Background: an optimization exercise with open tools, aiming at small area and a short achievable clock period. Do not read the settings as production practice. The RTL was checked by simulation tests, not by an equivalence proof against the original design. No driver is modelled on the clock port, so clocking that relies on it looks cheaper here than on a real chip. No activity file was given, so power comes from the tool's default toggle rates.

==> flow/design.v (excerpt) <==
module Pipelined(s0, s1, s2, s3, s4, s5, s6, s7, t0, t1, t2, t3, t4, t5, t6, t7, t8, t9, CurrentPC, Instruction, SwitchClk_10, reset);
Size: about 8000 cells after synthesis, about 2400 flip-flops, about 640 I/O pins.
==> flow/config.mk <==
export PLATFORM = sky130hd
export DESIGN_NAME = Pipelined
export DESIGN_NICKNAME = Pipelined
export VERILOG_FILES = /design/flow/design.v
export SDC_FILE = /design/flow/constraint.sdc
export NUM_CORES = 4
export LEC_CHECK = 0
export CAP_MARGIN = 20
export CORE_MARGIN = 2
export CORE_UTILIZATION = 42
export CTS_CLUSTER_DIAMETER = 100
export CTS_CLUSTER_SIZE = 24
export PLACE_DENSITY = 0.52
export SLEW_MARGIN = 20
==> flow/constraint.sdc <==
create_clock -name core_clock -period 9.0 [get_ports {SwitchClk_10}]
set_input_delay 1.8000 -clock core_clock [delete_from_list [all_inputs] [get_ports {SwitchClk_10}]]
set_output_delay 1.8000 -clock core_clock [all_outputs]
set_load 0.01 [all_outputs]
standard.sh (not shown) runs the stock make flow with config.mk's settings and CLKGATE_MAP_FILE= SYNTH_SCRIPT=/design/flow/synth_recipe.tcl, a recipe that flattens the netlist after the stock synthesis.
==> flow/flow/run.sh <==
#!/bin/bash
# Own layout flow: the standard ORFS flow (standard.sh, unchanged synthesis
# and SDC), run in two parts with a few optimisation knobs set through the
# environment:
#  - ports are buffered with a plain buf_2 instead of the delay buffer OpenROAD
#    picks by default (every port still gets its own buffer)
set -euo pipefail
export BUFFER_PORTS_ARGS="-buffer_cell sky130_fd_sc_hd__buf_2"

export SETUP_SLACK_MARGIN=5.75
bash standard.sh cts > flow_to_cts.log 2>&1
ws=$(sed -n 's/^worst slack max \([-0-9.]*\).*/\1/p' orfs/reports/*/Pipelined/base/4_cts_final.rpt | tail -1)
m=$(awk -v w="${ws:-0}" 'BEGIN { m = w - 0.02; if (m > 5.75) m = 5.75; if (m < 0) m = 0; printf "%.2f", m }')
echo "worst slack after CTS: ${ws:-unknown}; margin from global route on: $m" > flow_margin.log
export SETUP_SLACK_MARGIN=$m
bash standard.sh finish > flow_to_finish.log 2>&1
The starting point finished clean.
==> next run, changes <==
--- a/flow/flow/run.sh
+++ b/flow/flow/run.sh
@@ -10 +10 @@
-export SETUP_SLACK_MARGIN=5.75
+export SETUP_SLACK_MARGIN=5.65
@@ -13 +13 @@
-m=$(awk -v w="${ws:-0}" 'BEGIN { m = w - 0.02; if (m > 5.75) m = 5.75; if (m < 0) m = 0; printf "%.2f", m }')
+m=$(awk -v w="${ws:-0}" 'BEGIN { m = w - 0.02; if (m > 5.65) m = 5.65; if (m < 0) m = 0; printf "%.2f", m }')
=>
- via count drops by 2.9%
- worst hold slack is better by 0.051 ns
- power drops by 6.7%
- wire length drops by 1.6%
- combinational power drops by 23%
- flip-flop and latch count is unchanged
- setup slack is worse by 0.033 ns
- clock power climbs by about 4%
- synthesized area does not change
==> next run, changes <==
==> flow/run.sh (new file) <==
#!/bin/bash
# synth_recipe.tcl (not shown) runs the flow's synth.tcl, then flattens the netlist and writes it again
# the make line also repeats each setting of config.mk as NAME=value (left out here)
make -C /OpenROAD-flow-scripts/flow DESIGN_CONFIG=/design/flow/config.mk WORK_HOME=/design/flow/orfs CLKGATE_MAP_FILE= SYNTH_SCRIPT=/design/flow/synth_recipe.tcl finish
Settings changed: SETUP_SLACK_MARGIN set to 5.
removed: flow/flow/run.sh
removed: flow/standard.sh
=> Worst setup slack got worse by 0.48 ns. Combinational power is about the same. Final cell count went down by 1.8%. Count of clock-buffer cells in the layout went down by 10. Register-to-register slack got worse by 0.37 ns. Die area stays the same. Clock power is about the same. Global-route usage went up by 0.13 points. Critical path depth went down by 8. Routed wire length barely changes.
==> next run, changes <==
==> flow/flow/run.sh (new file) <==
#!/bin/bash
# Own layout flow: the standard ORFS flow (standard.sh, unchanged synthesis
# and SDC), run in two parts with a few optimisation knobs set through the
# environment:
#  - ports are buffered with a plain buf_1 instead of the delay buffer OpenROAD
#    picks by default (every port still gets its own buffer)
set -euo pipefail
export BUFFER_PORTS_ARGS="-buffer_cell sky130_fd_sc_hd__buf_1"

export SETUP_SLACK_MARGIN=5.65
bash standard.sh cts > flow_to_cts.log 2>&1
ws=$(sed -n 's/^worst slack max \([-0-9.]*\).*/\1/p' orfs/reports/*/Pipelined/base/4_cts_final.rpt | tail -1)
m=$(awk -v w="${ws:-0}" 'BEGIN { m = w + 0.05; if (m > 5.7) m = 5.7; if (m < 0) m = 0; printf "%.2f", m }')
echo "worst slack after CTS: ${ws:-unknown}; margin from global route on: $m" > flow_margin.log
export SETUP_SLACK_MARGIN=$m
bash standard.sh finish > flow_to_finish.log 2>&1
==> flow/standard.sh (new file) <==
#!/bin/bash
# synth_recipe.tcl (not shown) runs the flow's synth.tcl, then flattens the netlist and writes it again
# the make line also repeats each setting of config.mk as NAME=value (left out here)
make -C /OpenROAD-flow-scripts/flow DESIGN_CONFIG=/design/flow/config.mk WORK_HOME=/design/flow/orfs CLKGATE_MAP_FILE= SYNTH_SCRIPT=/design/flow/synth_recipe.tcl "${@:-finish}"
Settings changed: SETUP_SLACK_MARGIN 5 to unset.
removed: flow/run.sh
=> Via count increases by about 1.3%. Routed wire length increases by about 0.6%. Total power decreases by 1.3%. Worst hold slack gets better by 0.019 ns. Clock-buffer cell count increases by 8. Clock skew increases by 0.0048 ns. Clock power hardly moves. Combinational power barely changes. Maximum frequency increases by about 13%.

what the ideal ports hide:
Ports are ideal in the flow. The routed layouts listed here were re-timed in OpenROAD. Step 1 sets driving cells, clkbuf_16 on the clock port and buf_2 on the other inputs (assumed; they add their load-dependent delay and slew). Step 2 also shifts input and output timing later by t, the mid clock arrival at the registers, as if the neighbouring blocks saw the same clock. Three values: no drivers, after step 1, after step 2; two values: the first two.
run | t, ns | setup WS [ns] | worst setup path at the end | clock arrival spread, ns | pins driven straight from the clock port
the first run | 0.958 | 5.463 / 5.463 / 5.002 | input, reset recovery | 0.060 / 0.060 | 1
the second run | 0.951 | 5.430 / 5.430 / 4.989 | input, reset recovery | 0.068 / 0.067 | 1
the third run | 0.941 | 4.947 / 4.840 / 5.008 | input, reset recovery | 0.047 / 0.047 | 1
the fourth run | 0.941 | 5.399 / 5.399 / 5.192 | input, reset recovery | 0.063 / 0.063 | 1
After both steps every run listed still meets setup and hold. For the first run, which loses most, drivers alone change the setup slack by 0.000 ns; drivers and shift together by -0.461 ns. Setup slack includes reset recovery checks.
